This design comes from an exercise in tuning for small area and a short achievable clock period on the open sky130 flow, not from production work.
Where RTL was checked, it was by simulation tests only, not by an equivalence proof against the original.
Only the layout flow was run in runs 3 to 6; the RTL was not checked for function there.
Power is estimated from default activity; no workload was simulated.

==> flow/design.v (outline; a module is shown in full before it is edited, if it fits) <==
// module alu_decode: 48 lines
// module int_alu: 25 lines
// module add32: 135 lines
// module mul_s1: 984 lines
// module mul_s2: 124 lines
// module mul_fa: 4 lines
// module mul_bsel: 3 lines
// module mul_ha: 4 lines
// module vi_exe: 201 lines
// module res_sel: 3 lines
module vi_exe(
input		clk_i,
input		rsn_i,
input		kill_i,
input	[31:0]	instr_i,
input	[31:0]	pc_i,
input	[31:0]	data_a_i,
input	[31:0]	data_b_i,
input	[4:0]	write_addr_i,
input		int_write_enable_i,
output	[31:0]	exe_result_o,
output		exe_illegal_o,
output	[4:0]	mult_wr_en_o,
output	[24:0]	mult_addr_o,
output	[31:0]	mult5_data_o,
output	[31:0]	mult5_instr_o,
output	[31:0]	mult5_pc_o);
  // ...
==> flow/flow/run.sh <==
#!/bin/bash
set -euo pipefail
export SETUP_SLACK_MARGIN=6.8
export BUFFER_PORTS_ARGS="-buffer_cell sky130_fd_sc_hd__buf_2"
bash standard.sh > standard.log 2>&1
==> flow/standard.sh <==
#!/bin/bash
# synth_recipe.tcl (not shown) runs the flow's synth.tcl, then flattens the netlist and writes it again
# the make line also repeats each setting of config.mk as NAME=value (left out here)
make -C /OpenROAD-flow-scripts/flow DESIGN_CONFIG=/design/flow/config.mk WORK_HOME=/design/flow/orfs CLKGATE_MAP_FILE= SYNTH_SCRIPT=/design/flow/synth_recipe.tcl "${@:-finish}"
==> flow/config.mk <==
export PLATFORM = sky130hd
export DESIGN_NAME = vi_exe
export DESIGN_NICKNAME = vi_exe
export VERILOG_FILES = /design/flow/design.v
export SDC_FILE = /design/flow/constraint.sdc
export NUM_CORES = 4
export LEC_CHECK = 0
export CAP_MARGIN = 20
export CORE_MARGIN = 2
export CORE_UTILIZATION = 40
export CTS_CLUSTER_DIAMETER = 80
export CTS_CLUSTER_SIZE = 28
export SLEW_MARGIN = 20
export SYNTH_HIERARCHICAL = 1
==> flow/constraint.sdc <==
create_clock -name core_clock -period 10.0 [get_ports {clk_i}]
set_input_delay 2.0000 -clock core_clock [delete_from_list [all_inputs] [get_ports {clk_i}]]
set_output_delay 2.0000 -clock core_clock [all_outputs]
set_load 0.01 [all_outputs]
==> flow_metrics.env, run 1 <==
export IMPL_largestClassByArea="multi-input gates"
export IMPL_drtPass1Iterations=6
export IMPL_nClkBuffers=43
export IMPL_antennaDiodeCount=1
export IMPL_viasPerCell=5.377
export IMPL_top_layer="met5"
export IMPL_synth_common_cells="dfxtp_1 (751), xor2_1 (325), a22o_1 (281)"
export IMPL_cts_root_buf="clkbuf_16"
export IMPL_synth_top_family_by_area="adder cells"
export IMPL_arrival_ns=3.96
export IMPL_synth_xor_area_frac=0.09855
export IMPL_worst_path_buf_inv=1
export IMPL_p_clk_mw=2.02
export IMPL_r2r_start="exe_booth_neg[2]"
export IMPL_core_rowCount=107
export IMPL_rsz0062_at_grt="true"
export IMPL_p_seq_mw=3.21
export IMPL_grt_pass1_wl_um=148400
export IMPL_ys_seq_area_frac=0.4407
export IMPL_final_common_cell="dfxtp_1"
export IMPL_antenna_found_initial=2
export IMPL_yosys_top_cells_area="dfxtp_1 (44%), fa_1 (13%), xor2_1 (8.3%), a22o_1 (7.2%), ha_1 (3.8%)"
export IMPL_status="complete, no violations"
export IMPL_setup_viol=0
export IMPL_multi_input_gates=1688
export IMPL_fp_dieH_um=296.0
export IMPL_die_area_mm2=0.08763
export IMPL_hold_worst_slack_ns=0.3196
export IMPL_fin_area_mm2=0.03922
export IMPL_yosys_area_share_adder=0.1681
export IMPL_synth_top_area_share=0.4407
export IMPL_pin_count=296
export IMPL_cts_max_path_buffers=3
==> run 2: changes to the inputs <==
--- a/flow/config.mk
+++ b/flow/config.mk
@@ -10,4 +10,2 @@
 export CORE_UTILIZATION = 40
-export CTS_CLUSTER_DIAMETER = 80
-export CTS_CLUSTER_SIZE = 28
 export SLEW_MARGIN = 20
==> flow_metrics.env, run 2 <==
export IMPL_status="complete, no violations"
export IMPL_drive_gt1_frac=0.2922
export IMPL_cp_startpoint="exe_booth_neg[2]"
export IMPL_cts_htree_levels=3
export IMPL_setup_viol=0
export IMPL_crit_required_ns=10.53
export IMPL_hold_worst_slack_ns=0.3098
export IMPL_yosysTopAreaCell="dfxtp_1"
export IMPL_rsz0062_at_grt="true"
export IMPL_drc_errors=0
export IMPL_synth_cell_types=82
export IMPL_synthesis_area_mm2=0.03411
export IMPL_synth_edf_count=0
export IMPL_die_w_um=296.0
export IMPL_initial_core_util=0.4019
export IMPL_fin_area_mm2=0.04078
export IMPL_ys_flop_type="dfxtp_1"
export IMPL_power_leakage_nw=18.55
export IMPL_clk_transition_reported_paths_ns=0.07
export IMPL_worstMarginPinSlew_ns=0.8538
export IMPL_hold_path_class="reg2reg"
export IMPL_relSlewSlack=0.4265
export IMPL_async_flop_share=0
export IMPL_overflow=0
export IMPL_tns_ns=0
export IMPL_yosys_top_cells_area="dfxtp_1 (44%), fa_1 (13%), xor2_1 (8.3%), a22o_1 (7.2%), ha_1 (3.8%)"
export IMPL_ff2ff_setup_slack_ns=6.54
export IMPL_postRouteAntennaNets=0
export IMPL_core_rowCount=107
export IMPL_cts_hold_buffers=0
export IMPL_final_cell_mix="dfxtp_1 (677), xor2_1 (295), buf_2 (285)"
export IMPL_area_growth_pct=19.54
export IMPL_cp_start_kind="register"
export IMPL_final_common_cell="dfxtp_1"
export IMPL_max_freq_mhz=289.3
export IMPL_drtPass1Iterations=6
export IMPL_finish_utilization=0.4804
export IMPL_wirelength_um=101900
export IMPL_synth_common_cells="dfxtp_1 (751), xor2_1 (325), a22o_1 (281)"
export IMPL_core_mm2=0.08488
export IMPL_ys_seq_area_frac=0.4407
export IMPL_crit_end="exe_result[30]"
export IMPL_insertion_delay_ns=0.67
export IMPL_synth_top_area_share=0.4407
export IMPL_r2r_end="exe_result[30]"
export IMPL_fin_skew_ns=0.06119
export IMPL_avgSynthCellArea_um2=12.57
export IMPL_tritoncts="yes"
export IMPL_critPathKind="reg2reg"
export IMPL_drv_slew=0
export IMPL_grt_pass1_vias=23670
export IMPL_arrival_ns=3.99
export IMPL_largest_register_ffs=87
export IMPL_cts_buffers=78
export IMPL_cp_end_kind="register"
export IMPL_grt_pass1_wl_um=150600
export IMPL_dr_total_vias=22440
export IMPL_synthCells=2714
export IMPL_fp_dieH_um=296.0
export IMPL_dpl_hpwl_um=71320
export IMPL_pin_count=296
export IMPL_routedWlPerCell_um=24.31
export IMPL_synth_most_common_cell="dfxtp_1"
export IMPL_ir_drop_uv=166.7
export IMPL_hold_violations=0
export IMPL_fin_crit_ns=3.457
export IMPL_maxCapViolCount=0
export IMPL_place_area_mm2=0.03567
export IMPL_worstRegToRegCells=8
export IMPL_cts_sinks=751
export IMPL_die_area_mm2=0.08763
export IMPL_viasPerCell=5.353
export IMPL_post_route_period_util=0.3457
export IMPL_finalWeightedCongestion=0.8667
export IMPL_grt_use_total=0.2325
export IMPL_synth_seq_cells=751
export IMPL_powerDensity_mw_per_mm2=180.7
export IMPL_top_register="mult1_rb"
export IMPL_nNetsFinal=3445
export IMPL_drtIter0Drc=1650
export IMPL_cts_max_path_buffers=3
export IMPL_yosys_warnings=7
export IMPL_antenna_found_initial=3
export IMPL_cts_root_buf="clkbuf_16"
export IMPL_cp_max_fo=8
export IMPL_fillers=7594
export IMPL_port_buffers=295
export IMPL_grt_max_degree=56
export IMPL_r2r_start="exe_booth_neg[2]"
[run 2: logic make-up (layout without fill, tap and decap cells)]
logic type / after synthesis / in the layout / synth area share
compound gates: 528 / 528 / 0.1261
xor+xnor: 383 / 383 / 0.09856
flops: 751 / 751 / 0.4407
simple gates: 323 / 325 / 0.05935
mux: 125 / 125 / 0.04908
buf+inv: 278 / 607 / 0.05803
fa+ha+maj: 325 / 325 / 0.1681
other cells: 1 / 4 / 0.0001099
[run 2: worst min path at each step]
stage	startpoint	endpoint	slack [ns]	cells past startpoint
detailed placement	exe_instruction[7]	mult1_instruction[7]	0.31	0
global placement	mult1_pc[3]	mult2_pc[3]	0.31	0
floorplan	exe_instruction[0]	mult1_instruction[0]	0.31	0
CTS	exe_pc[17]	mult1_pc[17]	0.30	0
global route	exe_pc[17]	mult1_pc[17]	0.31	0
finish	mult3_data_hi[8]	mult4_data_hi[8]	0.31	0
[run 2: area by class of cell]
| type | instances | area (um^2) | share of cell area |
|---|---|---|---|
| multi-input cells | 1688 | 17850 | 0.4377 |
| flip-flops and latches | 751 | 15250 | 0.3740 |
| repair buffers | 426 | 3098 | 0.07597 |
| clock buffers | 98 | 2147 | 0.05265 |
| well taps | 1144 | 1431 | 0.03510 |
| clock inverters | 45 | 838.3 | 0.02056 |
| inverters | 38 | 157.7 | 0.003866 |
| diodes | 2 | 5.005 | 0.0001227 |
[run 2: Yosys stat by module (local to each module, per instance), a selection]
module	copies in the design	cell area, um^2	flip-flops and latches	cells inside
mul_s2	1	3.754	0	1
int_alu	1	2003	0	238
add32	2	1296	0	155
vi_exe	1	16680	751	963
mul_ha	30	12.51	0	1
mul_fa	210	20.02	0	1
mul_s1	1	3905	0	455
res_sel	32	10.01	0	1
mul_bsel	272	8.758	0	1
[run 2: metrics by stage]
stage          cells  power [mW]  worst slack, ns
2_1_floorplan   2715       3.841            6.551
3_3_place_gp    3969       4.078            5.619
3_5_place_dp    3969       4.091            5.464
4_1_cts         4176       7.422            6.570
5_1_grt         4192       7.647            6.466
6_report        4192       7.369            6.543
[run 2: power by group]
group | internal, mW | total, mW | switching (mW)
clock network | 1.99 | 3.27 | 1.28
registers | 3.14 | 3.21 | 0.0721
logic | 0.368 | 0.885 | 0.516
total | 5.51 | 7.37 | 1.86
[run 2: metal layers]
metal | up-vias | GRT usage | routed length [um]
met3 | 268 | 0.04100 | 6707
met2 | 928 | 0.4010 | 49500
met4 | 2 | 0.1030 | 4662
met5 | - | 0 | 11
li1 | 9903 | - | -
met1 | 11340 | 0.2841 | 41010
[run 2: repair_timing]
action                     CTS  global route
gates cloned                 9             0
buffers inserted            55            14
pin swaps                  106            59
setup endpoints to repair  164            81
resized for setup          237            82
[run 2: worst max-delay path: stages, from the launching register on]
cell     delay (ns)
dfxtp_2        0.36
buf_12         0.16
xor2_2         0.19
a22o_1         0.25
fa_1           0.59
fa_1           0.48
fa_1           0.52
fa_1           0.44
a221o_1        0.32
==> module int_alu, before the edit <==
module int_alu(
input	[31:0]	x_i,
input	[31:0]	y_i,
input		sub_i,
input		eq_i,
input		sum_i,
input		br_i,
input		sll_i,
input		sys_i,
input		en_i,		 
output	[31:0]	sum_o,		 
output		sel_sum_o,
output	[31:0]	other_o);	 
add32 add32(
	.x	(x_i),
	.y	(y_i),
	.ci	(sub_i),
	.s	(sum_o)
);
wire	[31:0]	shl = x_i << y_i[4:0];
assign sel_sum_o = en_i & (sum_i | (br_i & eq_i));
wire sel_x   = en_i & ((br_i & ~eq_i) | sys_i);
wire sel_shl = en_i & sll_i & ~(|y_i[31:5]);
assign other_o = ({32{sel_x}} & x_i) | ({32{sel_shl}} & shl);
endmodule
==> module mul_s2, before the edit <==
module mul_s2(
input [31:0] ra_n,
input [86:0] rb_n,
output [31:0] p);
wire s1, c2;
mul_ha u_s1 (.a(ra_n[4]), .b(rb_n[4]), .s(s1), .co(c2));
wire s3, c4;
mul_ha u_s3 (.a(ra_n[5]), .b(rb_n[7]), .s(s3), .co(c4));
wire s5, c6;
mul_fa u_s5 (.a(ra_n[6]), .b(rb_n[9]), .c(rb_n[10]), .s(s5), .co(c6));
wire s7, c8;
mul_fa u_s7 (.a(ra_n[7]), .b(rb_n[12]), .c(rb_n[13]), .s(s7), .co(c8));
wire s9, c10;
mul_fa u_s9 (.a(ra_n[8]), .b(rb_n[15]), .c(rb_n[16]), .s(s9), .co(c10));
wire s11, c12;
mul_fa u_s11 (.a(ra_n[9]), .b(rb_n[18]), .c(rb_n[19]), .s(s11), .co(c12));
wire s13, c14;
mul_fa u_s13 (.a(ra_n[10]), .b(rb_n[21]), .c(rb_n[22]), .s(s13), .co(c14));
wire s15, c16;
mul_fa u_s15 (.a(ra_n[11]), .b(rb_n[24]), .c(rb_n[25]), .s(s15), .co(c16));
wire s17, c18;
mul_fa u_s17 (.a(ra_n[12]), .b(rb_n[27]), .c(rb_n[28]), .s(s17), .co(c18));
wire s19, c20;
mul_fa u_s19 (.a(ra_n[13]), .b(rb_n[30]), .c(rb_n[31]), .s(s19), .co(c20));
wire s21, c22;
mul_fa u_s21 (.a(ra_n[14]), .b(rb_n[33]), .c(rb_n[34]), .s(s21), .co(c22));
wire s23, c24;
mul_fa u_s23 (.a(ra_n[15]), .b(rb_n[36]), .c(rb_n[37]), .s(s23), .co(c24));
wire s25, c26;
mul_fa u_s25 (.a(ra_n[16]), .b(rb_n[39]), .c(rb_n[40]), .s(s25), .co(c26));
wire s27, c28;
mul_fa u_s27 (.a(ra_n[17]), .b(rb_n[42]), .c(rb_n[43]), .s(s27), .co(c28));
wire s29, c30;
mul_fa u_s29 (.a(ra_n[18]), .b(rb_n[45]), .c(rb_n[46]), .s(s29), .co(c30));
wire s31, c32;
mul_fa u_s31 (.a(ra_n[19]), .b(rb_n[48]), .c(rb_n[49]), .s(s31), .co(c32));
wire s33, c34;
mul_fa u_s33 (.a(ra_n[20]), .b(rb_n[51]), .c(rb_n[52]), .s(s33), .co(c34));
wire s35, c36;
mul_fa u_s35 (.a(ra_n[21]), .b(rb_n[54]), .c(rb_n[55]), .s(s35), .co(c36));
wire s37, c38;
mul_fa u_s37 (.a(ra_n[22]), .b(rb_n[57]), .c(rb_n[58]), .s(s37), .co(c38));
wire s39, c40;
mul_fa u_s39 (.a(ra_n[23]), .b(rb_n[60]), .c(rb_n[61]), .s(s39), .co(c40));
wire s41, c42;
mul_fa u_s41 (.a(ra_n[24]), .b(rb_n[63]), .c(rb_n[64]), .s(s41), .co(c42));
wire s43, c44;
mul_fa u_s43 (.a(ra_n[25]), .b(rb_n[66]), .c(rb_n[67]), .s(s43), .co(c44));
wire s45, c46;
mul_fa u_s45 (.a(ra_n[26]), .b(rb_n[69]), .c(rb_n[70]), .s(s45), .co(c46));
wire s47, c48;
mul_fa u_s47 (.a(ra_n[27]), .b(rb_n[72]), .c(rb_n[73]), .s(s47), .co(c48));
wire s49, c50;
mul_fa u_s49 (.a(ra_n[28]), .b(rb_n[75]), .c(rb_n[76]), .s(s49), .co(c50));
wire s51, c52;
mul_fa u_s51 (.a(ra_n[29]), .b(rb_n[78]), .c(rb_n[79]), .s(s51), .co(c52));
wire s53, c54;
mul_fa u_s53 (.a(ra_n[30]), .b(rb_n[81]), .c(rb_n[82]), .s(s53), .co(c54));
wire s55, c56;
mul_fa u_s55 (.a(ra_n[31]), .b(rb_n[84]), .c(rb_n[85]), .s(s55), .co(c56));
wire s57, c58;
mul_ha u_s57 (.a(ra_n[2]), .b(rb_n[1]), .s(s57), .co(c58));
wire s59, c60;
mul_ha u_s59 (.a(ra_n[3]), .b(rb_n[3]), .s(s59), .co(c60));
wire s61, c62;
mul_fa u_s61 (.a(rb_n[5]), .b(rb_n[6]), .c(s1), .s(s61), .co(c62));
wire s63, c64;
mul_fa u_s63 (.a(rb_n[8]), .b(s3), .c(c2), .s(s63), .co(c64));
wire s65, c66;
mul_fa u_s65 (.a(rb_n[11]), .b(s5), .c(c4), .s(s65), .co(c66));
wire s67, c68;
mul_fa u_s67 (.a(rb_n[14]), .b(s7), .c(c6), .s(s67), .co(c68));
wire s69, c70;
mul_fa u_s69 (.a(rb_n[17]), .b(s9), .c(c8), .s(s69), .co(c70));
wire s71, c72;
mul_fa u_s71 (.a(rb_n[20]), .b(s11), .c(c10), .s(s71), .co(c72));
wire s73, c74;
mul_fa u_s73 (.a(rb_n[23]), .b(s13), .c(c12), .s(s73), .co(c74));
wire s75, c76;
mul_fa u_s75 (.a(rb_n[26]), .b(s15), .c(c14), .s(s75), .co(c76));
wire s77, c78;
mul_fa u_s77 (.a(rb_n[29]), .b(s17), .c(c16), .s(s77), .co(c78));
wire s79, c80;
mul_fa u_s79 (.a(rb_n[32]), .b(s19), .c(c18), .s(s79), .co(c80));
wire s81, c82;
mul_fa u_s81 (.a(rb_n[35]), .b(s21), .c(c20), .s(s81), .co(c82));
wire s83, c84;
mul_fa u_s83 (.a(rb_n[38]), .b(s23), .c(c22), .s(s83), .co(c84));
wire s85, c86;
mul_fa u_s85 (.a(rb_n[41]), .b(s25), .c(c24), .s(s85), .co(c86));
wire s87, c88;
mul_fa u_s87 (.a(rb_n[44]), .b(s27), .c(c26), .s(s87), .co(c88));
wire s89, c90;
mul_fa u_s89 (.a(rb_n[47]), .b(s29), .c(c28), .s(s89), .co(c90));
wire s91, c92;
mul_fa u_s91 (.a(rb_n[50]), .b(s31), .c(c30), .s(s91), .co(c92));
wire s93, c94;
mul_fa u_s93 (.a(rb_n[53]), .b(s33), .c(c32), .s(s93), .co(c94));
wire s95, c96;
mul_fa u_s95 (.a(rb_n[56]), .b(s35), .c(c34), .s(s95), .co(c96));
wire s97, c98;
mul_fa u_s97 (.a(rb_n[59]), .b(s37), .c(c36), .s(s97), .co(c98));
wire s99, c100;
mul_fa u_s99 (.a(rb_n[62]), .b(s39), .c(c38), .s(s99), .co(c100));
wire s101, c102;
mul_fa u_s101 (.a(rb_n[65]), .b(s41), .c(c40), .s(s101), .co(c102));
wire s103, c104;
mul_fa u_s103 (.a(rb_n[68]), .b(s43), .c(c42), .s(s103), .co(c104));
wire s105, c106;
mul_fa u_s105 (.a(rb_n[71]), .b(s45), .c(c44), .s(s105), .co(c106));
wire s107, c108;
mul_fa u_s107 (.a(rb_n[74]), .b(s47), .c(c46), .s(s107), .co(c108));
wire s109, c110;
mul_fa u_s109 (.a(rb_n[77]), .b(s49), .c(c48), .s(s109), .co(c110));
wire s111, c112;
mul_fa u_s111 (.a(rb_n[80]), .b(s51), .c(c50), .s(s111), .co(c112));
wire s113, c114;
mul_fa u_s113 (.a(rb_n[83]), .b(s53), .c(c52), .s(s113), .co(c114));
wire s115, c116;
mul_fa u_s115 (.a(rb_n[86]), .b(s55), .c(c54), .s(s115), .co(c116));
wire [31:0] x_n = {s115, s113, s111, s109, s107, s105, s103, s101, s99, s97, s95, s93, s91, s89, s87, s85, s83, s81, s79, s77, s75, s73, s71, s69, s67, s65, s63, s61, s59, rb_n[2], ra_n[1], ra_n[0]};
wire [31:0] y_n = {c114, c112, c110, c108, c106, c104, c102, c100, c98, c96, c94, c92, c90, c88, c86, c84, c82, c80, c78, c76, c74, c72, c70, c68, c66, c64, c62, c60, c58, s57, 1'b0, rb_n[0]};
add32 u_cpa (.x(x_n), .y(y_n), .ci(1'b0), .s(p));
endmodule
==> module vi_exe, before the edit <==
module vi_exe(
input		clk_i,
input		rsn_i,
input		kill_i,
input	[31:0]	instr_i,
input	[31:0]	pc_i,
input	[31:0]	data_a_i,
input	[31:0]	data_b_i,
input	[4:0]	write_addr_i,
input		int_write_enable_i,
output	[31:0]	exe_result_o,
output		exe_illegal_o,
output	[4:0]	mult_wr_en_o,
output	[24:0]	mult_addr_o,
output	[31:0]	mult5_data_o,
output	[31:0]	mult5_instr_o,
output	[31:0]	mult5_pc_o);
wire clr = !rsn_i || kill_i;
wire	[31:0]	d_x, d_y;
wire		d_sub, d_eq, d_sum, d_br, d_sll, d_sys, d_mul, d_illegal;
alu_decode alu_decode(
	.instr_i	(instr_i),
	.pc_i		(pc_i),
	.data_a_i	(data_a_i),
	.data_b_i	(data_b_i),
	.x_o		(d_x),
	.y_o		(d_y),
	.sub_o		(d_sub),
	.eq_o		(d_eq),
	.sum_o		(d_sum),
	.br_o		(d_br),
	.sll_o		(d_sll),
	.sys_o		(d_sys),
	.mul_o		(d_mul),
	.illegal_o	(d_illegal)
);
wire		mul_f3 = instr_i[14:12] == 3'b000;
wire	[32:0]	b_ext = {data_b_i, 1'b0};
wire	[15:0]	d_booth_one, d_booth_two, d_booth_neg;
genvar gj;
generate
	for (gj = 0; gj < 16; gj = gj + 1) begin : booth_enc
		assign d_booth_one[gj] = mul_f3 & (b_ext[2*gj+1] ^ b_ext[2*gj]);
		assign d_booth_two[gj] = mul_f3 & ((b_ext[2*gj+2] & ~b_ext[2*gj+1] & ~b_ext[2*gj]) |
		                                   (~b_ext[2*gj+2] & b_ext[2*gj+1] & b_ext[2*gj]));
		assign d_booth_neg[gj] = mul_f3 & b_ext[2*gj+2] & ~(b_ext[2*gj+1] & b_ext[2*gj]);
	end
endgenerate
reg	[31:0]	exe_instruction;
reg	[31:0]	exe_pc;
reg	[31:0]	exe_x;
reg	[31:0]	exe_y;
reg	[4:0]	exe_write_addr;
reg		exe_int_write_enable;
reg		exe_valid;
reg		exe_sub, exe_eq;
reg		exe_sum, exe_br, exe_sll, exe_sys, exe_mul, exe_ill;
reg	[15:0]	exe_booth_one, exe_booth_two, exe_booth_neg;
always @(posedge clk_i)
begin
	exe_instruction <= instr_i;
	exe_pc <= pc_i;
	exe_x <= d_x;
	exe_y <= d_y;
	exe_write_addr <= write_addr_i;
	exe_int_write_enable <= int_write_enable_i;
	exe_booth_one <= d_booth_one;
	exe_booth_two <= d_booth_two;
	exe_booth_neg <= d_booth_neg;
	exe_valid <= !clr;
	exe_sub <= d_sub;
	exe_eq <= d_eq;
	exe_sum <= !clr && d_sum;
	exe_br <= !clr && d_br;
	exe_sll <= !clr && d_sll;
	exe_sys <= !clr && d_sys;
	exe_mul <= !clr && d_mul;
	exe_ill <= clr || d_illegal;
end
wire	[31:0]	alu_sum, alu_other;
wire		alu_sel_sum;
int_alu int_alu(
	.x_i		(exe_x),
	.y_i		(exe_y),
	.sub_i		(exe_sub),
	.eq_i		(exe_eq),
	.sum_i		(exe_sum),
	.br_i		(exe_br),
	.sll_i		(exe_sll),
	.sys_i		(exe_sys),
	.en_i		(!clr),
	.sum_o		(alu_sum),
	.sel_sum_o	(alu_sel_sum),
	.other_o	(alu_other)
);
wire	[31:0]	mul_ra;
wire	[87-1:0]	mul_rb;
mul_s1 mul_s1(
	.a		(exe_x),
	.b		(exe_y),
	.bone		(exe_booth_one),
	.btwo		(exe_booth_two),
	.bneg		(exe_booth_neg),
	.ra_n		(mul_ra),
	.rb_n		(mul_rb)
);
wire	[31:0]	exe_result_d;
wire		mul_en = exe_mul && !clr;
genvar gi;
generate
	for (gi = 0; gi < 32; gi = gi + 1) begin : res_mux
		res_sel res_sel(.sum(alu_sum[gi]), .sel(alu_sel_sum), .other(alu_other[gi]),
		                .ra(mul_ra[gi]), .en(mul_en), .y(exe_result_d[gi]));
	end
endgenerate
reg	[31:0]	exe_result;
reg		exe_illegal;
always @(posedge clk_i)
begin
	exe_result <= exe_result_d;
	exe_illegal <= clr ? 1'b0 : exe_ill;
end
assign exe_result_o = exe_result;
assign exe_illegal_o = exe_illegal;
reg	[31:0]	mult1_instruction;
reg	[31:0]	mult1_pc;
reg	[4:0]	mult1_write_addr;
reg		mult1_int_write_enable;
reg		mult1_valid;
reg	[87-1:0]	mult1_rb;
always @(posedge clk_i)
begin
	mult1_instruction <= exe_instruction;
	mult1_pc <= exe_pc;
	mult1_write_addr <= exe_write_addr;
	mult1_int_write_enable <= !clr && exe_mul && exe_int_write_enable;
	mult1_valid <= !clr && exe_valid;
	mult1_rb <= mul_rb;
end
wire	[31:0]	mult1_data;
mul_s2 mul_s2(
	.ra_n		(exe_result),
	.rb_n		(mult1_rb),
	.p		(mult1_data)
);
reg	[13:0]	mult2_pk, mult3_pk, mult4_pk;
reg	[17:0]	mult2_instr_mid, mult3_instr_mid, mult4_instr_mid;
reg	[17:0]	mult2_data_hi, mult3_data_hi, mult4_data_hi;
reg	[31:0]	mult2_pc, mult3_pc, mult4_pc;
reg	[4:0]	mult2_write_addr, mult3_write_addr, mult4_write_addr;
reg		mult2_int_write_enable, mult3_int_write_enable, mult4_int_write_enable;
reg		mult2_valid, mult3_valid, mult4_valid;
always @(posedge clk_i)
begin
	mult2_pk <= mult1_int_write_enable ? mult1_data[13:0] :
	            {mult1_instruction[31:25], mult1_instruction[6:0]};
	mult2_instr_mid <= mult1_instruction[24:7];
	mult2_data_hi <= mult1_data[31:14];
	mult2_pc <= mult1_pc;
	mult2_write_addr <= mult1_write_addr;
	mult2_int_write_enable <= !clr && mult1_int_write_enable;
	mult2_valid <= !clr && mult1_valid;
	mult3_pk <= mult2_pk;
	mult3_instr_mid <= mult2_instr_mid;
	mult3_data_hi <= mult2_data_hi;
	mult3_pc <= mult2_pc;
	mult3_write_addr <= mult2_write_addr;
	mult3_int_write_enable <= !clr && mult2_int_write_enable;
	mult3_valid <= !clr && mult2_valid;
	mult4_pk <= mult3_pk;
	mult4_instr_mid <= mult3_instr_mid;
	mult4_data_hi <= mult3_data_hi;
	mult4_pc <= mult3_pc;
	mult4_write_addr <= mult3_write_addr;
	mult4_int_write_enable <= !clr && mult3_int_write_enable;
	mult4_valid <= !clr && mult3_valid;
end
wire		m5_load = !clr && mult4_valid;
reg	[31:0]	mult5_instruction;
reg	[31:0]	mult5_pc;
reg	[4:0]	mult5_write_addr;
reg		mult5_int_write_enable;
reg	[31:0]	mult5_int_write_data;
always @(posedge clk_i)
begin
	mult5_instruction <= !m5_load ? 32'b0 :
		{mult4_int_write_enable ? 7'b0000001 : mult4_pk[13:7], mult4_instr_mid,
		 mult4_int_write_enable ? 7'b0110011 : mult4_pk[6:0]};
	mult5_pc <= m5_load ? mult4_pc : 32'b0;
	mult5_write_addr <= mult4_write_addr;
	mult5_int_write_enable <= !clr && mult4_int_write_enable;
	mult5_int_write_data <= {mult4_data_hi, mult4_pk};
end
assign mult_wr_en_o = {mult5_int_write_enable, mult4_int_write_enable, mult3_int_write_enable,
                       mult2_int_write_enable, mult1_int_write_enable};
assign mult_addr_o = {mult5_write_addr, mult4_write_addr, mult3_write_addr,
                      mult2_write_addr, mult1_write_addr};
assign mult5_data_o = mult5_int_write_data;
assign mult5_instr_o = mult5_instruction;
assign mult5_pc_o = mult5_pc;
endmodule
==> module res_sel, before the edit <==
module res_sel(input sum, input sel, input other, input ra, input en, output y);
assign y = (sum & sel) | other | (ra & en);
endmodule
==> run 3: changes to the inputs <==
--- a/flow/design.v
+++ b/flow/design.v
@@ -57,3 +57,2 @@
 input		sys_i,
-input		en_i,		 
 output	[31:0]	sum_o,		 
@@ -68,5 +67,5 @@
 wire	[31:0]	shl = x_i << y_i[4:0];
-assign sel_sum_o = en_i & (sum_i | (br_i & eq_i));
-wire sel_x   = en_i & ((br_i & ~eq_i) | sys_i);
-wire sel_shl = en_i & sll_i & ~(|y_i[31:5]);
+assign sel_sum_o = sum_i | (br_i & eq_i);
+wire sel_x   = (br_i & ~eq_i) | sys_i;
+wire sel_shl = sll_i & ~(|y_i[31:5]);
 assign other_o = ({32{sel_x}} & x_i) | ({32{sel_shl}} & shl);
@@ -1314,3 +1313,3 @@
 wire [31:0] y_n = {c114, c112, c110, c108, c106, c104, c102, c100, c98, c96, c94, c92, c90, c88, c86, c84, c82, c80, c78, c76, c74, c72, c70, c68, c66, c64, c62, c60, c58, s57, 1'b0, rb_n[0]};
-add32 u_cpa (.x(x_n), .y(y_n), .ci(1'b0), .s(p));
+assign p = x_n + y_n;
 endmodule
@@ -1380,6 +1379,5 @@
 reg	[4:0]	exe_write_addr;
-reg		exe_int_write_enable;
 reg		exe_valid;
 reg		exe_sub, exe_eq;
-reg		exe_sum, exe_br, exe_sll, exe_sys, exe_mul, exe_ill;
+reg		exe_sum, exe_br, exe_sll, exe_sys, exe_mul_we, exe_ill;
 reg	[15:0]	exe_booth_one, exe_booth_two, exe_booth_neg;
@@ -1392,3 +1390,2 @@
 	exe_write_addr <= write_addr_i;
-	exe_int_write_enable <= int_write_enable_i;
 	exe_booth_one <= d_booth_one;
@@ -1403,3 +1400,3 @@
 	exe_sys <= !clr && d_sys;
-	exe_mul <= !clr && d_mul;
+	exe_mul_we <= !clr && d_mul && int_write_enable_i;	 
 	exe_ill <= clr || d_illegal;
@@ -1417,3 +1414,2 @@
 	.sys_i		(exe_sys),
-	.en_i		(!clr),
 	.sum_o		(alu_sum),
@@ -1434,3 +1430,3 @@
 wire	[31:0]	exe_result_d;
-wire		mul_en = exe_mul && !clr;
+wire		en = !clr;
 genvar gi;
@@ -1439,3 +1435,3 @@
 		res_sel res_sel(.sum(alu_sum[gi]), .sel(alu_sel_sum), .other(alu_other[gi]),
-		                .ra(mul_ra[gi]), .en(mul_en), .y(exe_result_d[gi]));
+		                .en(en), .y(exe_result_d[gi]));
 	end
@@ -1456,2 +1452,3 @@
 reg		mult1_valid;
+reg	[31:0]	mult1_ra;
 reg	[87-1:0]	mult1_rb;
@@ -1462,4 +1459,5 @@
 	mult1_write_addr <= exe_write_addr;
-	mult1_int_write_enable <= !clr && exe_mul && exe_int_write_enable;
+	mult1_int_write_enable <= !clr && exe_mul_we;
 	mult1_valid <= !clr && exe_valid;
+	mult1_ra <= mul_ra;
 	mult1_rb <= mul_rb;
@@ -1468,3 +1466,3 @@
 mul_s2 mul_s2(
-	.ra_n		(exe_result),
+	.ra_n		(mult1_ra),
 	.rb_n		(mult1_rb),
@@ -1528,4 +1526,4 @@
 endmodule
-module res_sel(input sum, input sel, input other, input ra, input en, output y);
-assign y = (sum & sel) | other | (ra & en);
+module res_sel(input sum, input sel, input other, input en, output y);
+assign y = ((sum & sel) | other) & en;
 endmodule
==> flow_metrics.env, run 3 <==
export IMPL_power_leakage_nw=18.39
export IMPL_place_ws_ns=5.525
export IMPL_die_w_um=301.0
export IMPL_dpl_hpwl_um=70700
export IMPL_ir_drop_uv=176.0
export IMPL_drv_slew=0
export IMPL_status="complete, no violations"
export IMPL_cts_max_path_buffers=3
export IMPL_cp_end_kind="register"
export IMPL_drtIter0Drc=1949
export IMPL_ff_latch_area_mm2=0.01574
export IMPL_port_buffers=295
export IMPL_synthesis_area_mm2=0.03529
export IMPL_synth_top_area_share=0.4436
export IMPL_grt_pass1_vias=22640
export IMPL_maxCapViolCount=0
export IMPL_cts_root_buf="clkbuf_16"
export IMPL_drtPass1Iterations=5
export IMPL_top_register="mult1_rb"
export IMPL_insertion_delay_ns=0.67
export IMPL_overflow=0
export IMPL_top_layer="met4"
export IMPL_grt_max_degree=56
export IMPL_fin_area_mm2=0.04067
export IMPL_wl_met3_um=7338
export IMPL_synth_seq_cells=782
export IMPL_postRouteAntennaNets=0
export IMPL_critPathKind="reg2reg"
export IMPL_pin_count=296
export IMPL_dr_total_vias=22480
export IMPL_crit_required_ns=10.58
export IMPL_cts_sinks=782
export IMPL_synthCells=2859
export IMPL_cts_hold_buffers=0
export IMPL_synth_edf_count=0
export IMPL_post_route_period_util=0.3329
export IMPL_report_power_total_mw=7.869
export IMPL_cts_htree_levels=3
export IMPL_grt_use_total=0.2135
export IMPL_hold_path_class="reg2reg"
export IMPL_viasPerCell=5.232
export IMPL_initial_core_util=0.4049
export IMPL_yosys_top_cells_area="dfxtp_1 (44%), fa_1 (12%), xor2_1 (8.1%), a22o_1 (6.9%), ha_1 (3.7%)"
export IMPL_setup_viol=0
export IMPL_nNetsFinal=3528
export IMPL_ys_flop_type="dfxtp_1"
export IMPL_rsz0062_at_grt="true"
export IMPL_dp_cells=4103
export IMPL_setup_slack_ns=6.671
export IMPL_cts_buffers=81
export IMPL_drc_errors=0
export IMPL_synth_cell_types=98
export IMPL_wl_met1_um=41820
export IMPL_core_rowCount=108
export IMPL_routedWlPerCell_um=22.79
export IMPL_worstMarginPinSlew_ns=1.061
export IMPL_fin_cells=4297
export IMPL_dr_wl_met2_um=45920
export IMPL_max_freq_mhz=300.4
export IMPL_clk_transition_reported_paths_ns=0.06
export IMPL_cp_max_fo=5
export IMPL_fin_crit_ns=3.329
export IMPL_multi_input_area_mm2=0.01807
export IMPL_grt_pass1_wl_um=144400
export IMPL_powerDensity_mw_per_mm2=193.5
export IMPL_die_area_mm2=0.09062
export IMPL_tns_ns=0
export IMPL_tritoncts="yes"
export IMPL_async_flop_share=0
export IMPL_wirelength_um=97930
export IMPL_synth_common_cells="dfxtp_1 (782), xor2_1 (327), a22o_1 (280)"
export IMPL_avgSynthCellArea_um2=12.34
export IMPL_area_growth_pct=15.25
export IMPL_finalWeightedCongestion=0.9151
export IMPL_fillers=7956
export IMPL_place_area_mm2=0.03658
export IMPL_yosys_warnings=7
export IMPL_core_mm2=0.08716
export IMPL_cp_start_kind="register"
export IMPL_ys_seq_area_frac=0.4436
export IMPL_fin_skew_ns=0.07132
export IMPL_arrival_ns=3.91
export IMPL_hold_violations=0
export IMPL_final_cell_mix="dfxtp_1 (742), xor2_1 (320), buf_2 (293)"
export IMPL_yosysTopAreaCell="dfxtp_1"
export IMPL_synth_most_common_cell="dfxtp_1"
export IMPL_antenna_found_initial=9
export IMPL_fp_dieH_um=301.0
export IMPL_final_common_cell="dfxtp_1"
export IMPL_largest_register_ffs=87
export IMPL_relSlewSlack=0.2903
export IMPL_drive_gt1_frac=0.2437
[run 3: cell count changes in the layout (fill, tap and decap cells not counted), sizes merged, moves of 8 or more]
cell    change
a211oi      -9
a21oi      +43
a221o      -32
buf        -50
bufinv      -8
clkbuf     +15
dfxtp      +31
inv        -10
nand2      +20
nand3      +15
nor2b      +34
[run 3: logic make-up after synthesis]
group,after synthesis,share of synthesized area
xor+xnor,388,0.09650
simple gates,400,0.06843
mux,132,0.05002
flops,782,0.4436
compound gates,559,0.1227
buf+inv,277,0.05903
fa+ha+maj,321,0.1598
[run 3: final timing paths]
| path | endpoint | depth (start not counted) | slack [ns] | startpoint |
|---|---|---|---|---|
| setup / recovery | mult2_data_hi[17] | 9 | 6.67 | mult1_ra[6] |
| hold reg to reg | mult5_int_write_data[23] | 0 | 0.29 | mult4_data_hi[9] |
| hold / removal | mult5_int_write_data[23] | 0 | 0.29 | mult4_data_hi[9] |
| setup reg to reg | mult2_data_hi[17] | 9 | 6.67 | mult1_ra[6] |
[run 3: final cells by class]
type / instances / area share
Antenna cell: 7 / 0.0004307
Clock buffer: 109 / 0.05660
Clock inverter: 39 / 0.01520
Inverter: 29 / 0.002769
Multi-Input combinational cell: 1802 / 0.4444
Sequential cell: 782 / 0.3870
Tap cell: 1155 / 0.03553
Timing Repair Buffer: 374 / 0.05805
[run 3: timing repair]
item,4_1_cts,5_1_grt
gates resized for setup,92,82
setup buffers,19,12
setup endpoints to repair,131,76
pin swaps,27,34
gates cloned,3,5
[run 3: modules after synthesis, one instance, submodules excluded]
module	area [um^2]	copies in the design	flops+latches
vi_exe	17300	1	782
alu_decode	1644	1	0
mul_bsel	8.758	272	0
mul_ha	12.51	30	0
res_sel	11.26	32	0
int_alu	2152	1	0
add32	1277	1	0
mul_fa	20.02	210	0
mul_s1	3905	1	0
mul_s2	1694	1	0
[run 3: power by group]
group | switching, mW | internal [mW]
clock | 1.30 | 1.88
sequential | 0.130 | 3.41
combinational | 0.666 | 0.483
[run 3: through the flow]
step / utilization / hold slack, ns
floorplan: - / 0.3096
global placement: 0.4197 / 0.3095
detailed placement: 0.4197 / 0.3121
CTS: 0.4600 / 0.2860
global route: 0.4666 / 0.3002
finish: 0.4667 / 0.2894
[run 3: worst max-delay path, stage by stage (launching register included)]
cell and delay, ns:
dfxtp_2 0.32, fa_1 0.54, fa_1 0.45, ha_4 0.31
nand4_1 0.12, o311a_4 0.37, a2111oi_4 0.49, o21ai_4 0.14
o41ai_4 0.33, xnor2_1 0.16
[run 3: per-layer routing]
layer,global-route usage,vias up
met5,0,-
met4,0.06811,0
met3,0.04206,171
met2,0.3477,843
met1,0.2852,11170
li1,-,10290
==> run 4: changes to the inputs <==
--- a/flow/design.v
+++ b/flow/design.v
@@ -1194,3 +1194,4 @@
 input [86:0] rb_n,
-output [31:0] p);
+output [31:0] x,
+output [31:0] y);
 wire s1, c2;
@@ -1313,3 +1314,4 @@
 wire [31:0] y_n = {c114, c112, c110, c108, c106, c104, c102, c100, c98, c96, c94, c92, c90, c88, c86, c84, c82, c80, c78, c76, c74, c72, c70, c68, c66, c64, c62, c60, c58, s57, 1'b0, rb_n[0]};
-assign p = x_n + y_n;
+assign x = x_n;
+assign y = y_n;
 endmodule
@@ -1464,3 +1466,3 @@
 end
-wire	[31:0]	mult1_data;
+wire	[31:0]	mul_x, mul_y;
 mul_s2 mul_s2(
@@ -1468,7 +1470,12 @@
 	.rb_n		(mult1_rb),
-	.p		(mult1_data)
+	.x		(mul_x),
+	.y		(mul_y)
 );
+wire	[16:0]	mult1_lo = mul_x[15:0] + mul_y[15:0];
 reg	[13:0]	mult2_pk, mult3_pk, mult4_pk;
 reg	[17:0]	mult2_instr_mid, mult3_instr_mid, mult4_instr_mid;
-reg	[17:0]	mult2_data_hi, mult3_data_hi, mult4_data_hi;
+reg	[1:0]	mult2_data_lo;
+reg	[15:0]	mult2_x_hi, mult2_y_hi;
+reg		mult2_carry;
+reg	[17:0]	mult3_data_hi, mult4_data_hi;
 reg	[31:0]	mult2_pc, mult3_pc, mult4_pc;
@@ -1477,8 +1484,12 @@
 reg		mult2_valid, mult3_valid, mult4_valid;
+wire	[15:0]	mult2_hi = mult2_x_hi + mult2_y_hi + mult2_carry;
 always @(posedge clk_i)
 begin
-	mult2_pk <= mult1_int_write_enable ? mult1_data[13:0] :
+	mult2_pk <= mult1_int_write_enable ? mult1_lo[13:0] :
 	            {mult1_instruction[31:25], mult1_instruction[6:0]};
 	mult2_instr_mid <= mult1_instruction[24:7];
-	mult2_data_hi <= mult1_data[31:14];
+	mult2_data_lo <= mult1_lo[15:14];
+	mult2_x_hi <= mul_x[31:16];
+	mult2_y_hi <= mul_y[31:16];
+	mult2_carry <= mult1_lo[16];
 	mult2_pc <= mult1_pc;
@@ -1489,3 +1500,3 @@
 	mult3_instr_mid <= mult2_instr_mid;
-	mult3_data_hi <= mult2_data_hi;
+	mult3_data_hi <= {mult2_hi, mult2_data_lo};
 	mult3_pc <= mult2_pc;
--- a/flow/config.mk
+++ b/flow/config.mk
@@ -10,2 +10,4 @@
 export CORE_UTILIZATION = 40
+export CTS_CLUSTER_DIAMETER = 80
+export CTS_CLUSTER_SIZE = 28
 export SLEW_MARGIN = 20
==> flow_metrics.env, run 4 <==
export IMPL_drv_slew=0
export IMPL_dr_wl_met2_um=45160
export IMPL_fin_crit_ns=3.257
export IMPL_fillers=8157
export IMPL_routedWlPerCell_um=22.53
export IMPL_finish_utilization=0.4451
export IMPL_postRouteAntennaNets=0
export IMPL_fin_cells=4285
export IMPL_synthesis_area_mm2=0.03581
export IMPL_cp_start_kind="register"
export IMPL_port_buffers=295
export IMPL_wl_met1_um=41150
export IMPL_worstRegToRegCells=9
export IMPL_crit_top_cell="fa_1"
export IMPL_drtPass1Iterations=6
export IMPL_maxCapViolCount=0
export IMPL_synth_common_cells="dfxtp_1 (799), xor2_1 (323), a22o_1 (280)"
export IMPL_ys_flop_type="dfxtp_1"
export IMPL_cp_end_kind="register"
export IMPL_post_route_period_util=0.3257
export IMPL_hold_path_class="reg2reg"
export IMPL_min_delay_start="exe_pc[7]"
export IMPL_r2r_start="exe_booth_neg[1]"
export IMPL_yosys_top_cells_area="dfxtp_1 (45%), fa_1 (12%), xor2_1 (7.9%), a22o_1 (6.8%), buf_4 (4.4%)"
export IMPL_top_layer="met5"
export IMPL_cp_top_family="adder cells"
export IMPL_fin_area_mm2=0.03940
export IMPL_status="complete, no violations"
export IMPL_synthCells=2964
export IMPL_dr_total_vias=22460
export IMPL_yosysTopAreaCell="dfxtp_1"
export IMPL_cts_hold_buffers=0
export IMPL_core_mm2=0.08851
export IMPL_report_power_total_mw=6.600
export IMPL_antenna_found_initial=11
export IMPL_grt_max_degree=77
export IMPL_place_area_mm2=0.03673
export IMPL_synth_seq_cells=799
export IMPL_synth_cell_types=99
export IMPL_largest_register_ffs=87
export IMPL_drtIter0Drc=2049
export IMPL_ff_latch_area_mm2=0.01611
export IMPL_arrival_ns=3.72
export IMPL_rsz0062_at_grt="true"
export IMPL_initial_core_util=0.4046
export IMPL_worst_path_buf_inv=3
export IMPL_cts_max_path_buffers=3
export IMPL_wl_met3_um=6926
export IMPL_fin_skew_ns=0.07646
export IMPL_drive_gt1_frac=0.2108
export IMPL_top_register="mult1_rb"
export IMPL_final_cell_mix="dfxtp_1 (750), xor2_1 (311), buf_2 (292)"
export IMPL_setup_viol=0
export IMPL_grt_pass1_vias=22250
export IMPL_die_w_um=303.2
export IMPL_crit_path_cell_trace="buf_12 > clkbuf_4 > buf_4 > xor2_1 > a22o_1 > ha_1 > fa_1 > fa_1 > fa_1"
export IMPL_insertion_delay_ns=0.65
export IMPL_async_flop_share=0
export IMPL_fp_dieH_um=303.2
export IMPL_dpl_hpwl_um=70180
export IMPL_crit_slowest_cell="fa_1"
export IMPL_finalWeightedCongestion=0.9135
export IMPL_viasPerCell=5.240
export IMPL_crit_required_ns=10.46
export IMPL_drc_errors=0
export IMPL_max_stage_delay_ns=0.55
export IMPL_max_freq_mhz=307.0
export IMPL_dp_cells=4156
export IMPL_grt_pass1_wl_um=143000
export IMPL_grt_use_total=0.2084
export IMPL_cts_buffers=43
export IMPL_worstMarginPinSlew_ns=1.087
export IMPL_cp_startpoint="exe_booth_neg[1]"
export IMPL_area_growth_pct=10.01
export IMPL_yosys_warnings=7
export IMPL_relSlewSlack=0.2726
export IMPL_pin_count=296
export IMPL_ff2ff_setup_slack_ns=6.74
export IMPL_multi_input_area_mm2=0.01755
export IMPL_synth_most_common_cell="dfxtp_1"
export IMPL_synth_top_area_share=0.4466
export IMPL_clk_transition_reported_paths_ns=0.11
export IMPL_tns_ns=0
export IMPL_final_common_cell="dfxtp_1"
export IMPL_overflow=0
export IMPL_holdPathStages=0
export IMPL_cts_root_buf="clkbuf_16"
export IMPL_synth_edf_count=0
export IMPL_cp_max_fo=7
export IMPL_cts_htree_levels=2
export IMPL_core_rowCount=109
export IMPL_ir_drop_uv=118.9
export IMPL_worstHoldEndpoint="mult1_pc[7]"
export IMPL_cts_sinks=799
export IMPL_wirelength_um=96550
export IMPL_power_leakage_nw=18.06
export IMPL_nNetsFinal=3552
export IMPL_die_area_mm2=0.09195
export IMPL_hold_violations=0
export IMPL_critPathKind="reg2reg"
export IMPL_r2r_end="mult1_ra[25]"
export IMPL_tritoncts="yes"
export IMPL_powerDensity_mw_per_mm2=167.5
export IMPL_avgSynthCellArea_um2=12.08
export IMPL_ys_seq_area_frac=0.4466
[run 4: cell count changes in the layout (fill, tap and decap cells not counted), sizes merged, moves of 8 or more]
cell	change
bufinv	-9
buf	+14
bufbuf	+8
nor2	+65
and2	-46
clkinv	-10
nand3b	-15
or3b	-15
and3	+47
clkbuf	-66
inv	+12
dfxtp	+17
[run 4: how the worst max path moves through the flow]
stage / to / slack (ns) / depth (start not counted)
after floorplan: exe_y[1] / 6.59 / 5
after global placement: exe_y[26] / 5.50 / 5
after detailed placement: exe_y[26] / 5.48 / 5
after CTS: mult_wr_en_o[0] / 6.65 / 1
after global routing: mult1_ra[25] / 6.67 / 9
final: mult1_ra[25] / 6.74 / 9
[run 4: timing repair]
action / 4_1_cts / 5_1_grt
gates resized for setup: 88 / 75
cloned: 10 / 1
setup endpoints to repair: 116 / 33
setup buffers: 8 / 37
pin swaps: 13 / 45
[run 4: per-module statistics from Yosys (local to each module, per instance)]
| module | area (um^2) | times used | cells inside | flip-flops and latches |
|---|---|---|---|---|
| mul_bsel | 8.758 | 272 | 1 | 0 |
| alu_decode | 1644 | 1 | 203 | 0 |
| add32 | 1282 | 1 | 154 | 0 |
| mul_s2 | 484.2 | 1 | 65 | 0 |
| res_sel | 11.26 | 32 | 2 | 0 |
| mul_fa | 20.02 | 210 | 1 | 0 |
| int_alu | 2152 | 1 | 251 | 0 |
| vi_exe | 19020 | 1 | 1260 | 799 |
| mul_ha | 12.51 | 30 | 1 | 0 |
| mul_s1 | 3905 | 1 | 455 | 0 |
[run 4: cells by family after synthesis]
group                    share of synthesized area
other                                    0.0001047
AND/OR/NAND/NOR                            0.06407
flip-flops                                  0.4466
adder cells (fa/ha/maj)                     0.1587
multiplexers                               0.04800
XOR/XNOR                                   0.09412
AO/OA/AOI/OAI                               0.1183
buffers and inverters                      0.07001
[run 4: through the flow]
stage | hold WS [ns] | setup WS (ns)
finish | 0.3115 | 6.743
detailed placement | 0.3121 | 5.481
floorplan | 0.3096 | 6.586
CTS | 0.3132 | 6.652
global placement | 0.3096 | 5.504
global route | 0.3213 | 6.667
[run 4: metal layers]
layer,global-route usage,up-vias
li1,-,10310
met1,0.2778,11160
met2,0.3454,801
met3,0.03563,176
met4,0.06521,2
met5,0,-
[run 4: area by class of cell]
class,count,area share
multi-input cells,1819,0.4454
flip-flops and latches,799,0.4089
repair buffers,393,0.06878
well taps,1165,0.03700
clock buffers,46,0.02810
clock inverters,19,0.007685
inverters,36,0.003588
diodes,8,0.0005081
[run 4: power by group]
group | leakage (nW) | internal, mW | total [mW] | switching, mW
logic | 10.7 | 0.434 | 1.01 | 0.572
clock network | 0.678 | 0.857 | 1.98 | 1.12
registers | 6.66 | 3.47 | 3.61 | 0.141
[run 4: worst register-to-register path: stages, from the launching register on]
cell,delay (ns)
dfxtp_4,0.38
buf_12,0.14
clkbuf_4,0.21
buf_4,0.13
xor2_1,0.25
a22o_1,0.26
ha_1,0.27
fa_1,0.48
fa_1,0.55
fa_1,0.42
==> run 5: changes to the inputs <==
==> flow/flow/run.sh (replaced) <==
#!/bin/bash
set -euo pipefail
export SETUP_SLACK_MARGIN=7.0
export BUFFER_PORTS_ARGS="-buffer_cell sky130_fd_sc_hd__buf_2"
bash standard.sh > standard.log 2>&1
==> flow_metrics.env, run 5 <==
export IMPL_holdPathStages=0
export IMPL_max_stage_delay_ns=0.37
export IMPL_tritoncts="yes"
export IMPL_p_clk_frac=0.305
export IMPL_hold_path_class="reg2reg"
export IMPL_viasPerCell=5.229
export IMPL_synth_cell_types=99
export IMPL_top_register="mult1_rb"
export IMPL_pin_count=296
export IMPL_crit_required_ns=10.49
export IMPL_switchingPower_mw=1.875
export IMPL_max_freq_mhz=316.1
export IMPL_synth_common_cells="dfxtp_1 (799), xor2_1 (323), a22o_1 (280)"
export IMPL_hold_violations=0
export IMPL_cp_top_family="compound AO/OA/AOI/OAI gates"
export IMPL_status="complete, no violations"
export IMPL_core_rowCount=109
export IMPL_cts_max_path_buffers=3
export IMPL_grt_max_degree=80
export IMPL_antenna_found_initial=6
export IMPL_synthesis_area_mm2=0.03581
export IMPL_relSlewSlack=0.3528
export IMPL_setup_slack_ns=6.837
export IMPL_largest_register_ffs=87
export IMPL_maxCapViolCount=0
export IMPL_worst_path_buf_inv=4
export IMPL_crit_top_cell="fa_2"
export IMPL_wirelength_um=98490
export IMPL_yosys_top_cells_area="dfxtp_1 (45%), fa_1 (12%), xor2_1 (7.9%), a22o_1 (6.8%), buf_4 (4.4%)"
export IMPL_synth_edf_count=0
export IMPL_intPower_mw=4.867
export IMPL_worstRegToRegCells=16
export IMPL_yosys_warnings=7
export IMPL_switching_share=0.2781
export IMPL_crit_path_cell_trace="buf_12 > clkinv_4 > fa_2 > inv_2 > fa_2 > a211oi_2 > o211ai_1 > buf_4 > a32oi_2 > o21ai_4 > nand4_1 > nand2_2 > a2111oi_4 > xnor2_1 > a21oi_1 > nor2b_1"
export IMPL_drtIter0Drc=1767
export IMPL_rsz0062_at_grt="true"
export IMPL_power_leakage_nw=18.47
export IMPL_port_buffers=295
export IMPL_ys_seq_area_frac=0.4466
export IMPL_dpl_hpwl_um=69890
export IMPL_fin_skew_ns=0.05913
export IMPL_insertion_delay_ns=0.64
export IMPL_cp_start_kind="register"
export IMPL_die_w_um=303.2
export IMPL_grt_pass1_wl_um=144700
export IMPL_path_depth=16
export IMPL_cts_sinks=799
export IMPL_ir_drop_uv=104.8
export IMPL_drc_errors=0
export IMPL_fp_dieH_um=303.2
export IMPL_p_comb_frac=0.160
export IMPL_synthCells=2964
export IMPL_cts_htree_levels=2
export IMPL_crit_slowest_cell="dfxtp_4"
export IMPL_avgSynthCellArea_um2=12.08
export IMPL_setup_viol=0
export IMPL_dr_total_vias=22510
export IMPL_fillers=8037
export IMPL_place_ws_ns=5.472
export IMPL_finalWeightedCongestion=0.9198
export IMPL_p_seq_frac=0.535
export IMPL_tns_ns=0
export IMPL_post_route_period_util=0.3163
export IMPL_area_growth_pct=14.27
export IMPL_fin_crit_ns=3.163
export IMPL_arrival_ns=3.65
export IMPL_synth_seq_cells=799
export IMPL_cp_max_fo=4
export IMPL_cp_end_kind="register"
export IMPL_drv_slew=0
export IMPL_worstMarginPinSlew_ns=0.9708
export IMPL_drtPass1Iterations=5
export IMPL_yosysTopAreaCell="dfxtp_1"
export IMPL_initial_core_util=0.4046
export IMPL_routedWlPerCell_um=22.88
export IMPL_final_cell_mix="dfxtp_1 (636), xor2_1 (302), a22o_1 (279)"
export IMPL_cts_buffers=43
export IMPL_async_flop_share=0
export IMPL_powerDensity_mw_per_mm2=164.7
export IMPL_synth_top_area_share=0.4466
export IMPL_critPathKind="reg2reg"
export IMPL_cts_hold_buffers=0
export IMPL_nNetsFinal=3576
export IMPL_drive_gt1_frac=0.2685
export IMPL_clk_transition_reported_paths_ns=0.11
export IMPL_cts_root_buf="clkbuf_16"
export IMPL_synth_most_common_cell="dfxtp_1"
export IMPL_core_mm2=0.08851
export IMPL_overflow=0
export IMPL_grt_use_total=0.2115
export IMPL_ys_flop_type="dfxtp_1"
export IMPL_grt_pass1_vias=22540
export IMPL_die_area_mm2=0.09195
export IMPL_final_common_cell="dfxtp_1"
export IMPL_postRouteAntennaNets=0
-- run 5: cell counts after synthesis --
No cell type changed its count.
-- run 5: per-module statistics from Yosys (local to each module, per instance), a selection --
module,times used,flip-flops and latches,cell area [um^2],cells
mul_ha,30,0,12.51,1
mul_s1,1,0,3905,455
alu_decode,1,0,1644,203
mul_bsel,272,0,8.758,1
mul_s2,1,0,484.2,65
vi_exe,1,799,19020,1260
mul_fa,210,0,20.02,1
add32,1,0,1282,154
res_sel,32,0,11.26,2
-- run 5: layout make-up --
cell class | instances | area, um^2 | share of cell area
diodes | 3 | 7.507 | 0.0001834
clock buffers | 44 | 1090 | 0.02663
clock inverters | 21 | 382.9 | 0.009355
inverters | 36 | 141.4 | 0.003455
multi-input cells | 1819 | 17930 | 0.4380
flip-flops and latches | 799 | 16260 | 0.3974
well taps | 1165 | 1458 | 0.03562
repair buffers | 417 | 3659 | 0.08939
-- run 5: stage by stage --
step / area, um^2 / power, mW / hold slack, ns / cells / utilization
2_1_floorplan: 36070 / 4.452 / 0.3096 / 2964 / -
3_3_place_gp: 36870 / 4.651 / 0.3096 / 4155 / 0.4166
3_5_place_dp: 36870 / 4.659 / 0.3121 / 4155 / 0.4166
4_1_cts: 40080 / 6.773 / 0.3091 / 4274 / 0.4528
5_1_grt: 40920 / 7.060 / 0.3174 / 4302 / 0.4623
6_report: 40930 / 6.742 / 0.3085 / 4304 / 0.4624
-- run 5: kinds of logic (layout without fill, tap and decap cells) --
logic type	after synthesis	in the layout	share of synthesized area
AND/OR/NAND/NOR	433	434	0.06407
XOR/XNOR	384	384	0.09412
AO/OA/AOI/OAI	549	549	0.1183
flip-flops	799	799	0.4466
adder cells (fa/ha/maj)	323	323	0.1587
buffers and inverters	347	518	0.07001
multiplexers	128	128	0.04800
other	1	4	0.0001047
-- run 5: final timing paths --
path / start / to / slack, ns
max: exe_y[0] / exe_result[31] / 6.84
max reg2reg: exe_y[0] / exe_result[31] / 6.84
min: mult4_data_hi[14] / mult5_int_write_data[28] / 0.31
min reg2reg: mult4_data_hi[14] / mult5_int_write_data[28] / 0.31
-- run 5: power groups by stage --
stage                     logic (mW)  clock network (mW)  registers (mW)
final                           1.08                2.06            3.61
after floorplan                0.790                   0            3.66
after global placement         0.971                   0            3.68
after detailed placement       0.974                   0            3.69
after global routing            1.19                2.23            3.64
after CTS                       1.04                2.12            3.61
-- run 5: metal layers --
metal | GRT usage | up-vias | routed length, um
met5 | 0 | - | 13
met4 | 0.05466 | 2 | 2681
met3 | 0.03391 | 162 | 6988
met2 | 0.3549 | 808 | 46620
met1 | 0.2839 | 11200 | 42190
li1 | - | 10340 | -
-- run 5: repair_timing --
item | 4_1_cts | 5_1_grt
pin swaps | 35 | 39
hold endpoints to repair | 0 | 0
setup buffers | 45 | 26
setup endpoints to repair | 287 | 281
gates cloned | 9 | 1
gates resized for setup | 337 | 144
==> run 6: changes to the inputs <==
==> flow/flow/run.sh (replaced) <==
#!/bin/bash
set -euo pipefail
export SETUP_SLACK_MARGIN=6.8
export BUFFER_PORTS_ARGS="-buffer_cell sky130_fd_sc_hd__buf_2"
bash standard.sh > standard.log 2>&1
--- a/flow/config.mk
+++ b/flow/config.mk
@@ -9,3 +9,3 @@
 export CORE_MARGIN = 2
-export CORE_UTILIZATION = 40
+export CORE_UTILIZATION = 55
 export CTS_CLUSTER_DIAMETER = 80
==> flow_metrics.env, run 6 <==
export IMPL_max_freq_mhz=311.0
export IMPL_worstMarginPinSlew_ns=1.142
export IMPL_synth_common_cells="dfxtp_1 (799), xor2_1 (323), a22o_1 (280)"
export IMPL_finish_utilization=0.6019
export IMPL_core_rowCount=93
export IMPL_r2r_end="mult1_ra[28]"
export IMPL_synthesis_area_mm2=0.03581
export IMPL_nNetsFinal=3539
export IMPL_post_route_period_util=0.3215
export IMPL_viasPerCell=5.753
export IMPL_crit_end="exe_y[2]"
export IMPL_finalWeightedCongestion=0.9304
export IMPL_setup_viol=0
export IMPL_initial_core_util=0.5556
export IMPL_fp_dieH_um=259.2
export IMPL_avgSynthCellArea_um2=12.08
export IMPL_cts_hold_buffers=0
export IMPL_yosysTopAreaCell="dfxtp_1"
export IMPL_fin_crit_ns=3.215
export IMPL_grt_max_degree=68
export IMPL_cp_startpoint="instr_i[14]"
export IMPL_tritoncts="yes"
export IMPL_ff2ff_setup_slack_ns=6.85
export IMPL_final_common_cell="dfxtp_1"
export IMPL_wirelength_um=99380
export IMPL_ir_drop_uv=186.2
export IMPL_die_w_um=259.2
export IMPL_dp_cells=3862
export IMPL_cts_buffers=40
export IMPL_arrival_ns=3.73
export IMPL_pin_count=296
export IMPL_power_leakage_nw=17.96
export IMPL_die_area_mm2=0.06717
export IMPL_yosys_warnings=7
export IMPL_postRouteAntennaNets=0
export IMPL_final_cell_mix="dfxtp_1 (770), xor2_1 (307), buf_2 (293)"
export IMPL_place_area_mm2=0.03647
export IMPL_cp_top_family="simple AND/OR/NAND/NOR gates"
export IMPL_hold_violations=0
export IMPL_synth_seq_cells=799
export IMPL_crit_path_cell_trace="buf_2 > nor3_1 > nand3_4 > mux2i_1"
export IMPL_antennaDiodeCount=0
export IMPL_r2r_start="exe_x[20]"
export IMPL_dpl_hpwl_um=71930
export IMPL_drive_gt1_frac=0.1999
export IMPL_hold_path_class="reg2reg"
export IMPL_cts_max_path_buffers=3
export IMPL_rsz0062_at_grt="true"
export IMPL_antenna_found_initial=0
export IMPL_crit_slowest_cell="nor3_1"
export IMPL_grt_use_total=0.2929
export IMPL_fillers=5360
export IMPL_ys_flop_type="dfxtp_1"
export IMPL_fin_area_mm2=0.03880
export IMPL_port_buffers=295
export IMPL_routedWlPerCell_um=25.15
export IMPL_synth_edf_count=0
export IMPL_worst_path_buf_inv=1
export IMPL_critPathKind="in2reg"
export IMPL_status="complete, no violations"
export IMPL_insertion_delay_ns=0.64
export IMPL_core_mm2=0.06446
export IMPL_cts_htree_levels=2
export IMPL_drtPass1Iterations=5
export IMPL_largest_register_ffs=87
export IMPL_synth_most_common_cell="dfxtp_1"
export IMPL_area_growth_pct=8.343
export IMPL_crit_required_ns=10.51
export IMPL_clk_transition_reported_paths_ns=0.10
export IMPL_fin_skew_ns=0.04015
export IMPL_powerDensity_mw_per_mm2=169.1
export IMPL_grt_pass1_wl_um=146100
export IMPL_grt_pass1_vias=22680
export IMPL_top_register="mult1_rb"
export IMPL_ys_seq_area_frac=0.4466
export IMPL_cts_sinks=799
export IMPL_worstRegToRegCells=7
export IMPL_cts_root_buf="clkbuf_16"
export IMPL_cp_start_kind="primary input"
export IMPL_synthCells=2964
export IMPL_cp_max_fo=15
export IMPL_path_depth=4
export IMPL_relSlewSlack=0.2330
export IMPL_drtIter0Drc=2037
export IMPL_async_flop_share=0
export IMPL_ff_latch_area_mm2=0.01606
export IMPL_synth_cell_types=99
export IMPL_maxCapViolCount=0
export IMPL_synth_top_area_share=0.4466
export IMPL_drc_errors=0
export IMPL_drv_slew=0
export IMPL_overflow=0
export IMPL_tns_ns=0
export IMPL_max_stage_delay_ns=0.92
export IMPL_multi_input_area_mm2=0.01758
export IMPL_fin_cells=3952
export IMPL_dr_total_vias=22740
export IMPL_yosys_top_cells_area="dfxtp_1 (45%), fa_1 (12%), xor2_1 (7.9%), a22o_1 (6.8%), buf_4 (4.4%)"
export IMPL_cp_end_kind="register"
[run 6: layout make-up]
type / instances / area share
clock buffers: 43 / 0.02634
clock inverters: 17 / 0.007803
inverters: 36 / 0.003579
multi-input cells: 1819 / 0.4530
flip-flops and latches: 799 / 0.4140
well taps: 855 / 0.02757
repair buffers: 383 / 0.06768
[run 6: layer usage]
| layer | wire [um] | vias up | GRT usage |
|---|---|---|---|
| li1 | - | 10260 | - |
| met1 | 43180 | 11480 | 0.4061 |
| met2 | 47010 | 885 | 0.4860 |
| met3 | 6904 | 119 | 0.04179 |
| met4 | 2281 | 0 | 0.07024 |
| met5 | 0 | - | 0 |
[run 6: modules after synthesis, one instance, submodules excluded]
| module | area (um^2) | flip-flops and latches | cells inside |
|---|---|---|---|
| mul_bsel | 8.758 | 0 | 1 |
| mul_s1 | 3905 | 0 | 455 |
| vi_exe | 19020 | 799 | 1260 |
| alu_decode | 1644 | 0 | 203 |
| mul_ha | 12.51 | 0 | 1 |
| mul_fa | 20.02 | 0 | 1 |
| add32 | 1282 | 0 | 154 |
| mul_s2 | 484.2 | 0 | 65 |
| res_sel | 11.26 | 0 | 2 |
| int_alu | 2152 | 0 | 251 |
[run 6: through the flow]
stage | worst slack (ns) | power [mW] | hold slack [ns]
detailed placement | 5.474 | 4.679 | 0.3121
floorplan | 6.586 | 4.446 | 0.3096
CTS | 6.756 | 6.593 | 0.3233
finish | 6.785 | 6.561 | 0.3237
global route | 6.751 | 6.841 | 0.3225
global placement | 5.576 | 4.658 | 0.3096
[run 6: worst min-delay path by stage]
stage | startpoint | endpoint | cells after the start
floorplan | exe_instruction[0] | mult1_instruction[0] | 0
global placement | mult1_pc[8] | mult2_pc[8] | 0
detailed placement | exe_instruction[18] | mult1_instruction[18] | 0
CTS | exe_instruction[18] | mult1_instruction[18] | 0
global route | mult1_pc[31] | mult2_pc[31] | 0
finish | mult3_pc[18] | mult4_pc[18] | 0
[run 6: power by group]
| part | switching [mW] | internal, mW | leakage, nW |
|---|---|---|---|
| logic | 0.613 | 0.438 | 10.7 |
| registers | 0.130 | 3.47 | 6.65 |
| clock network | 1.09 | 0.819 | 0.636 |
| total | 1.83 | 4.73 | 18.0 |
[run 6: what timing repair did]
item,in CTS,in global routing
setup endpoints to repair,111,40
pin swaps,18,28
setup buffers,17,3
gates cloned,8,2
resized for setup,87,52
[run 6: kinds of logic (layout without fill, tap and decap cells)]
group                    count (synthesis)  after routing  synth area share
flip-flops                             799            799            0.4466
AO/OA/AOI/OAI                          549            549            0.1183
multiplexers                           128            128           0.04800
buffers and inverters                  347            479           0.07001
AND/OR/NAND/NOR                        433            434           0.06407
XOR/XNOR                               384            384           0.09412
adder cells (fa/ha/maj)                323            323            0.1587
other                                    1              1         0.0001047

port drivers added, routing unchanged:
The flow's constraints put no driver on any port. The routed layouts listed below were extracted and timed again, unchanged, in two steps.
Step 1: set_driving_cell puts a clkbuf_16 on clk_i and a buf_2 on each other input, an assumption about the parent block.
Step 2 adds t to the input delays and takes it off the output delays; t is the mean of the earliest and latest rising clock arrival at the registers after step 1. Input paths then give back, and output paths get back, about the clock's delay inside the block.
Slacks: no drivers / after step 1 / after step 2; pairs: no drivers / after step 1.
run | t (ns) | setup slack, ns | latest minus earliest clock arrival (ns) | worst slew at a driven data input, ns | cell pins on the clock port's net
run 1 | 0.683 | 6.556 / 6.556 / 6.031 | 0.049 / 0.049 | 0.09 | 1
run 2 | 0.706 | 6.543 / 6.543 / 6.073 | 0.064 / 0.063 | 0.08 | 1
run 3 | 0.701 | 6.671 / 6.671 / 6.138 | 0.085 / 0.086 | 0.12 | 1
run 4 | 0.679 | 6.743 / 6.743 / 6.168 | 0.080 / 0.080 | 0.10 | 1
run 5 | 0.678 | 6.837 / 6.820 / 6.221 | 0.062 / 0.062 | 0.14 | 1
run 6 | 0.684 | 6.785 / 6.758 / 6.117 | 0.045 / 0.045 | 0.09 | 1
After both steps setup and hold are still met in every run listed. For run 6, which loses most, drivers alone change the setup slack by -0.027 ns; drivers and shift together by -0.668 ns.
